Context: an optimization exercise on an open-source flow, tuned for small area. The choices shown serve that exercise and are no tape-out recipe. In this exercise RTL edits were held to simulation tests only and were not proved equivalent to the original.

## build 63
## top
module top(
    input         clk,
    input         rst,
    input  [26:0] freq_config,
    input  [26:0] phas_config,
    output reg [13:0] S
    );
    reg [26:0] T;
    reg        tc;
    wire [26:0] a = T & {27{~rst}};
    wire        am = tc & ~rst;
    wire s0, c1;
    hadd us0 (.a(a[0]), .b(freq_config[0]), .s(s0), .co(c1));
    wire s2, c3;
    fadd us2 (.a(a[1]), .b(freq_config[1]), .c(c1), .s(s2), .co(c3));
    wire s4, c5;
    fadd us4 (.a(a[2]), .b(freq_config[2]), .c(c3), .s(s4), .co(c5));
    wire s6, c7;
    fadd us6 (.a(a[3]), .b(freq_config[3]), .c(c5), .s(s6), .co(c7));
    wire s8, c9;
    fadd us8 (.a(a[4]), .b(freq_config[4]), .c(c7), .s(s8), .co(c9));
    wire s10, c11;
    fadd us10 (.a(a[5]), .b(freq_config[5]), .c(c9), .s(s10), .co(c11));
    wire s12, c13;
    fadd us12 (.a(a[6]), .b(freq_config[6]), .c(c11), .s(s12), .co(c13));
    wire s14, c15;
    fadd us14 (.a(a[7]), .b(freq_config[7]), .c(c13), .s(s14), .co(c15));
    wire s16, c17;
  ...
Size in the first run: roughly 1000 cells after synthesis, roughly 110 flip-flops, about 70 I/O pins, about 10000 sq um of cells after synthesis.
Settings: LEC_CHECK=0, CAP_MARGIN=20, CORE_MARGIN=2, CORE_UTILIZATION=60, SLEW_MARGIN=20, SYNTH_HIERARCHICAL=1, SYNTH_MINIMUM_KEEP_SIZE=0; clock period 8.0 ns.
run.sh (not shown) runs the stock make flow with config.mk's settings and CLKGATE_MAP_FILE= SYNTH_SCRIPT=/design/flow/synth_recipe.tcl, a recipe that flattens the netlist after the stock synthesis.
Build 63 ran to completion and came out clean on the timing, DRC and antenna checks.
#### Input delta (build 44 over build 63)
==> flow/flow/run.sh (new file) <==
#!/bin/bash
# The standard layout (the standard.sh), with two changes:
#  - the port buffers are the smallest buffer, sky130_fd_sc_hd__buf_1;
#  - clock tree synthesis inserts no dummy loads.
set -euo pipefail
bash standard.sh \
  'BUFFER_PORTS_ARGS=-buffer_cell sky130_fd_sc_hd__buf_1' \
  'CTS_ARGS=-sink_clustering_enable -repair_clock_nets -dont_use_dummy_load -buf_list sky130_fd_sc_hd__clkbuf_8 -sink_clustering_size 10 -sink_clustering_max_diameter 50' \
  finish > standard_flow.log 2>&1
==> flow/standard.sh (new file) <==
#!/bin/bash
# synth_recipe.tcl (not shown) runs the flow's synth.tcl, then flattens the netlist and writes it again
# the make line also repeats each setting of config.mk as NAME=value (left out here)
make -C /OpenROAD-flow-scripts/flow DESIGN_CONFIG=/design/flow/config.mk WORK_HOME=/design/flow/orfs CLKGATE_MAP_FILE= SYNTH_SCRIPT=/design/flow/synth_recipe.tcl "${@:-finish}"
removed: flow/run.sh
--- outcome ---
- Area occupied by registers: build 44 vs build 63 identical
- When build 44 is measured against build 63, its sequential cell area share turns out 1.1 points higher.
- Compared with build 63, build 44 shows a lower global routing met1 resource utilization.
- Relative to build 63, proportion of cell area spent on the clock network decreased by 1.6 points in build 44.
- [build 44 vs build 63] final non-filler cell area: lower in build 44
- For the data-path buffer share of cell area in the final layout, build 44 came in 3.6 points lower than build 63 did.
- Summary of build 44 over build 63: net total in the final layout barely changed; average detailed-routed wire length per instance barely changed.
For build 26, these inputs were changed with respect to build 44:
--- a/flow/flow/run.sh
+++ b/flow/flow/run.sh
@@ -6,4 +6,4 @@
 bash standard.sh \
   'BUFFER_PORTS_ARGS=-buffer_cell sky130_fd_sc_hd__buf_1' \
-  'CTS_ARGS=-sink_clustering_enable -repair_clock_nets -dont_use_dummy_load -buf_list sky130_fd_sc_hd__clkbuf_8 -sink_clustering_size 10 -sink_clustering_max_diameter 50' \
+  'CTS_ARGS=-sink_clustering_enable -repair_clock_nets -dont_use_dummy_load' \
   finish > standard_flow.log 2>&1
--- a/flow/config.mk
+++ b/flow/config.mk
@@ -6,8 +6,8 @@
 export NUM_CORES = 4
 export LEC_CHECK = 0
-export CAP_MARGIN = 20
+export CAP_MARGIN = 0
 export CORE_MARGIN = 2
 export CORE_UTILIZATION = 60
-export SLEW_MARGIN = 20
+export SLEW_MARGIN = 0
 export SYNTH_HIERARCHICAL = 1
 export SYNTH_MINIMUM_KEEP_SIZE = 0
--- outcome ---
For build 26 and build 44, there was not a single run that failed to finish clean.
~same overall track demand over capacity in global routing in build 26 and build 44
Delta (build 26 minus build 44): routed wire length flat.
#### Input delta (build 3 over build 26)
--- a/flow/config.mk
+++ b/flow/config.mk
@@ -6,8 +6,8 @@
 export NUM_CORES = 4
 export LEC_CHECK = 0
-export CAP_MARGIN = 0
+export CAP_MARGIN = 20
 export CORE_MARGIN = 2
 export CORE_UTILIZATION = 60
-export SLEW_MARGIN = 0
+export SLEW_MARGIN = 20
 export SYNTH_HIERARCHICAL = 1
 export SYNTH_MINIMUM_KEEP_SIZE = 0
==> comparison <==
Having completed the whole flow, build 26 delivered a layout that passed the timing, DRC and antenna checks.
Build 3 reached the final stage; the timing, DRC and antenna checks on its layout passed.
Multi-input gate area in the final layout: build 3 vs build 26, no meaningful difference
Delta (build 3 minus build 26): initial core utilization held; die boundary width saw little to no change.
Compared build 3 against build 26; area of the core region within noise.
Filler cell count: build 26 vs build 3 identical
Taking build 26 as the reference, in build 3 number of non-clock buffers in the layout has remained practically unchanged, final area did not really move, met3 demand-to-capacity share in global routing was more or less identical, number of tap cells inserted roughly the same.
Routed wire length: build 26 vs build 3 identical

* * *

Another version of the RTL of top (not shown whole).
Size: roughly 1100 cells after synthesis, ~110 flip-flops, about 70 I/O pins.
==> flow/design.v (excerpt) <==
module top(
    input         clk,
    input         rst,
    input  [26:0] freq_config,
    input  [26:0] phas_config,
    output reg [13:0] S
    );
export LEC_CHECK = 0
export ABC_AREA = 1
export CAP_MARGIN = 20
export CORE_MARGIN = 2
export CORE_UTILIZATION = 60
export SLEW_MARGIN = 20
export SYNTH_HIERARCHICAL = 1
export SYNTH_MINIMUM_KEEP_SIZE = 0
create_clock -name core_clock -period 8.0 [get_ports {clk}]
standard.sh (not shown) runs the stock make flow with config.mk's settings and CLKGATE_MAP_FILE= SYNTH_SCRIPT=/design/flow/synth_recipe.tcl, a recipe that flattens the netlist after the stock synthesis.
==> flow/flow/run.sh <==
#!/bin/bash
# The standard layout (the standard.sh), with two changes:
#  - the port buffers are the smallest buffer, sky130_fd_sc_hd__buf_1;
#  - clock tree synthesis inserts no dummy loads.
set -euo pipefail
bash standard.sh \
  'BUFFER_PORTS_ARGS=-buffer_cell sky130_fd_sc_hd__buf_1' \
  'CTS_ARGS=-sink_clustering_enable -repair_clock_nets -dont_use_dummy_load -root_buf sky130_fd_sc_hd__clkbuf_16 -buf_list sky130_fd_sc_hd__clkbuf_8' \
  finish > standard_flow.log 2>&1
The first run finished with timing, DRC and antenna clean.
Next try:
--- a/flow/flow/run.sh
+++ b/flow/flow/run.sh
@@ -8 +8 @@
-  'CTS_ARGS=-sink_clustering_enable -repair_clock_nets -dont_use_dummy_load -root_buf sky130_fd_sc_hd__clkbuf_16 -buf_list sky130_fd_sc_hd__clkbuf_8' \
+  'CTS_ARGS=-sink_clustering_enable -repair_clock_nets -dont_use_dummy_load' \
Result: Clock skew stays the same; core utilization does not change; maximum frequency does not change; synthesized area stays the same.

* * *

Another version of the RTL of top (not shown whole).
Size in the first run: about 1000 cells after synthesis, ~110 flip-flops, about 70 I/O pins, roughly 9500 um2 of cells after synthesis.
clock: 8.0 ns
lec_check: 0
abc_area: 1
cap_margin: 20
core_margin: 2
core_utilization: 70
slew_margin: 20
synth_hierarchical: 1
synth_minimum_keep_size: 0
==> flow/flow/run.sh <==
#!/bin/bash
# The standard layout (the standard.sh), with two changes:
#  - the port buffers are the smallest buffer, sky130_fd_sc_hd__buf_1;
#  - clock tree synthesis inserts no dummy loads.
set -euo pipefail
bash standard.sh \
  'BUFFER_PORTS_ARGS=-buffer_cell sky130_fd_sc_hd__buf_1' \
  'CTS_ARGS=-sink_clustering_enable -repair_clock_nets -dont_use_dummy_load' \
  finish > standard_flow.log 2>&1
The first run ran to the end with no violations.
Rerun with:
--- a/flow/flow/run.sh
+++ b/flow/flow/run.sh
@@ -7,3 +7,4 @@
   'BUFFER_PORTS_ARGS=-buffer_cell sky130_fd_sc_hd__buf_1' \
   'CTS_ARGS=-sink_clustering_enable -repair_clock_nets -dont_use_dummy_load' \
+  REMOVE_ABC_BUFFERS=1 \
   finish > standard_flow.log 2>&1
- CORE_UTILIZATION: 70 -> 60
- GPL_TIMING_DRIVEN: not set -> 0
The changed run ran to the end with no violations.
Clock skew is about the same.
Cell area shrinks by about 0.6%.
Global-route usage shrinks by 4.9 points.
Critical path depth grows by 8.
Via count shrinks by about 3.7%.
Synthesized cell count is unchanged.
Utilization shrinks by 12 points.
Rerun with:
--- a/flow/flow/run.sh
+++ b/flow/flow/run.sh
@@ -7,4 +7,3 @@
   'BUFFER_PORTS_ARGS=-buffer_cell sky130_fd_sc_hd__buf_1' \
   'CTS_ARGS=-sink_clustering_enable -repair_clock_nets -dont_use_dummy_load' \
-  REMOVE_ABC_BUFFERS=1 \
   finish > standard_flow.log 2>&1
- GPL_TIMING_DRIVEN: 0 -> not set
- flip-flop and latch count stays the same
- wire length grows slightly
- worst hold slack degrades by 0.0068 ns
- final area grows slightly
- area after synthesis stays the same
- global-route usage grows by 0.77 points
- via count grows slightly
- sequential share of layout area shrinks by 0.22 points
- core utilization grows by 0.57 points
- die area stays the same

* * *

Setup of job 8706:
Another version of the RTL of top (not shown whole).
For scale: about 1000 cells after synthesis, roughly 10000 um2 of cells after synthesis.
export LEC_CHECK = 0
export CAP_MARGIN = 20
export CORE_MARGIN = 2
export CORE_UTILIZATION = 60
export SLEW_MARGIN = 20
export SYNTH_HIERARCHICAL = 1
export SYNTH_MINIMUM_KEEP_SIZE = 0
create_clock -name core_clock -period 8.0 [get_ports {clk}]
==> flow/flow/run.sh <==
#!/bin/bash
# The standard layout (the standard.sh), with two changes:
#  - the port buffers are the smallest buffer, sky130_fd_sc_hd__buf_1;
#  - clock tree synthesis inserts no dummy loads.
set -euo pipefail
bash standard.sh \
  'BUFFER_PORTS_ARGS=-buffer_cell sky130_fd_sc_hd__buf_1' \
  'CTS_ARGS=-sink_clustering_enable -repair_clock_nets -dont_use_dummy_load' \
  finish > standard_flow.log 2>&1
Job 8706 | stages: all done | timing, DRC, antenna: all pass
Relative to job 8706, the following input files were edited for job 3561:
# job 8706
export LEC_CHECK = 0
export CAP_MARGIN = 20
export CORE_MARGIN = 2
export CORE_UTILIZATION = 60
export SLEW_MARGIN = 20
export SYNTH_HIERARCHICAL = 1
export SYNTH_MINIMUM_KEEP_SIZE = 0
create_clock -name core_clock -period 8.0 [get_ports {clk}]
# job 3561
export LEC_CHECK = 0
export CAP_MARGIN = 20
export CORE_MARGIN = 2
export CORE_UTILIZATION = 60
export GPL_TIMING_DRIVEN = 0
export SLEW_MARGIN = 20
export SYNTH_HIERARCHICAL = 1
export SYNTH_MINIMUM_KEEP_SIZE = 0
create_clock -name core_clock -period 8.0 [get_ports {clk}]
-- flow/flow/run.sh --
<<< job 8706, line 8
  'CTS_ARGS=-sink_clustering_enable -repair_clock_nets -dont_use_dummy_load' \
  finish > standard_flow.log 2>&1
>>> job 3561, line 8
  'CTS_ARGS=-sink_clustering_enable -repair_clock_nets -dont_use_dummy_load' \
  REMOVE_ABC_BUFFERS=1 \
  finish > standard_flow.log 2>&1
### Flow results
Job 3561 completed end to end with timing, DRC and antenna clean.
Job 3561 vs. job 8706: area taken by multi-input logic gates increased by about 1.6% relative to the old numbers; peak fanout along the critical path fell 8; time the worst path needs with I/O delays and setup higher.
Job 3561 gives less non-clock buffer share of cell area than job 8706 did.
Comparing job 3561 with job 8706, the area enclosed by the die boundary came out essentially unchanged.
Any difference in summed area of non-filler cells in the final layout between job 8706 and job 3561 is small enough to ignore.
Final clock skew: job 3561 vs job 8706, no meaningful difference
Looking at hold slack, job 3561 sits 5.6 ps below job 8706.
Per the comparison of job 3561 with job 8706, fmax down 3.2%; number of global-route vias before repair -386.

* * *

Another version of the RTL of top (not shown whole).
For scale: about 10,000 um2 of cells after synthesis.
==> flow/config.mk <==
export PLATFORM = sky130hd
export DESIGN_NAME = top
export DESIGN_NICKNAME = top
export VERILOG_FILES = /design/flow/design.v
export SDC_FILE = /design/flow/constraint.sdc
export NUM_CORES = 4
export LEC_CHECK = 0
export ABC_AREA = 1
export CAP_MARGIN = 20
export CORE_MARGIN = 2
export CORE_UTILIZATION = 60
export GPL_TIMING_DRIVEN = 0
export SLEW_MARGIN = 20
export SYNTH_HIERARCHICAL = 1
export SYNTH_MINIMUM_KEEP_SIZE = 0
==> flow/constraint.sdc <==
create_clock -name core_clock -period 8.0 [get_ports {clk}]
set_input_delay 1.6000 -clock core_clock [delete_from_list [all_inputs] [get_ports {clk}]]
set_output_delay 1.6000 -clock core_clock [all_outputs]
set_load 0.01 [all_outputs]
==> flow/flow/run.sh <==
#!/bin/bash
# The standard layout (the standard.sh), with two changes:
#  - the port buffers are the smallest buffer, sky130_fd_sc_hd__buf_1;
#  - clock tree synthesis inserts no dummy loads.
set -euo pipefail
bash standard.sh \
  'BUFFER_PORTS_ARGS=-buffer_cell sky130_fd_sc_hd__buf_1' \
  'CTS_ARGS=-sink_clustering_enable -repair_clock_nets -dont_use_dummy_load' \
  REMOVE_ABC_BUFFERS=1 \
  finish > standard_flow.log 2>&1
The first run finished with timing, DRC and antenna clean.
Edit:
--- a/flow/flow/run.sh
+++ b/flow/flow/run.sh
@@ -6,5 +6,4 @@
 bash standard.sh \
   'BUFFER_PORTS_ARGS=-buffer_cell sky130_fd_sc_hd__buf_1' \
-  'CTS_ARGS=-sink_clustering_enable -repair_clock_nets -dont_use_dummy_load' \
-  REMOVE_ABC_BUFFERS=1 \
+  'CTS_ARGS=-sink_clustering_enable -repair_clock_nets -dont_use_dummy_load -sink_clustering_size 25 -sink_clustering_max_diameter 100' \
   finish > standard_flow.log 2>&1
GPL_TIMING_DRIVEN = not set   (was 0)
After rerunning: Die area stays the same; cell count rose slightly; synthesized area is unchanged; global-route usage shrinks by 0.53 points; via count is higher slightly; maximum frequency climbs by a few percent; cell area hardly moves.
Edit:
--- a/flow/flow/run.sh
+++ b/flow/flow/run.sh
@@ -6,4 +6,4 @@
 bash standard.sh \
   'BUFFER_PORTS_ARGS=-buffer_cell sky130_fd_sc_hd__buf_1' \
-  'CTS_ARGS=-sink_clustering_enable -repair_clock_nets -dont_use_dummy_load -sink_clustering_size 25 -sink_clustering_max_diameter 100' \
+  'CTS_ARGS=-sink_clustering_enable -repair_clock_nets -dont_use_dummy_load' \
   finish > standard_flow.log 2>&1
CORE_UTILIZATION = 75   (was 60)
=> Hold slack is about the same. Wire length rises by about 10%. Global-route usage rises by 9.9 points. Clock skew drops by 0.0086 ns. Setup slack is worse by 0.15 ns. Sequential share of layout area is higher by 0.12 points. Utilization increases by 16 points. Die area drops by about 20%.

re-timing with driven ports:
No port has a modelled driver above. Below, the same layouts with a new extraction and two added sets of constraints.
Step 1 assumes that a clkbuf_16 drives the clock port and a buf_2 every other input.
Step 2, shift: input delay + t, output delay - t, t = (earliest + latest rising clock arrival at the registers) / 2. This alone moves slack from input paths to output paths.
a / b / c = ideal ports / drivers / drivers and shift; a / b = the first two.
| run | t (ns) | setup slack, ns | worst setup path at the end |
|---|---|---|---|
| build 63 | 0.411 | 0.380 / 0.406 / -0.005 | input to register |
| build 44 | 0.418 | 0.740 / 0.744 / 0.343 | input to register |
| build 26 | 0.400 | 0.713 / 0.738 / 0.337 | input to register |
| build 3 | 0.400 | 0.713 / 0.738 / 0.337 | input to register |
| the first run of note 2 | 0.391 | 0.793 / 0.793 / 0.686 | input to register |
| the second run of note 2 | 0.391 | 0.793 / 0.793 / 0.686 | input to register |
| the first run of note 3 | 0.379 | 0.880 / 0.898 / 0.519 | input to register |
| the second run of note 3 | 0.390 | 0.423 / 0.423 / 0.232 | input to register |
| the third run of note 3 | 0.388 | 0.945 / 0.945 / 0.689 | input to register |
| job 8706 | 0.399 | 0.667 / 0.667 / 0.571 | input to register |
| job 3561 | 0.390 | 0.427 / 0.427 / 0.275 | input to register |
| the first run of note 5 | 0.399 | 0.400 / 0.400 / 0.323 | input to register |
| the second run of note 5 | 0.399 | 0.642 / 0.642 / 0.642 | register to register |
| the third run of note 5 | 0.388 | 0.494 / 0.494 / 0.494 | register to register |
Met with ideal ports but missed after step 2: setup timing in build 63. The setup slack of build 44, which loses most, moves by +0.004 ns with the drivers and by -0.397 ns with both steps.
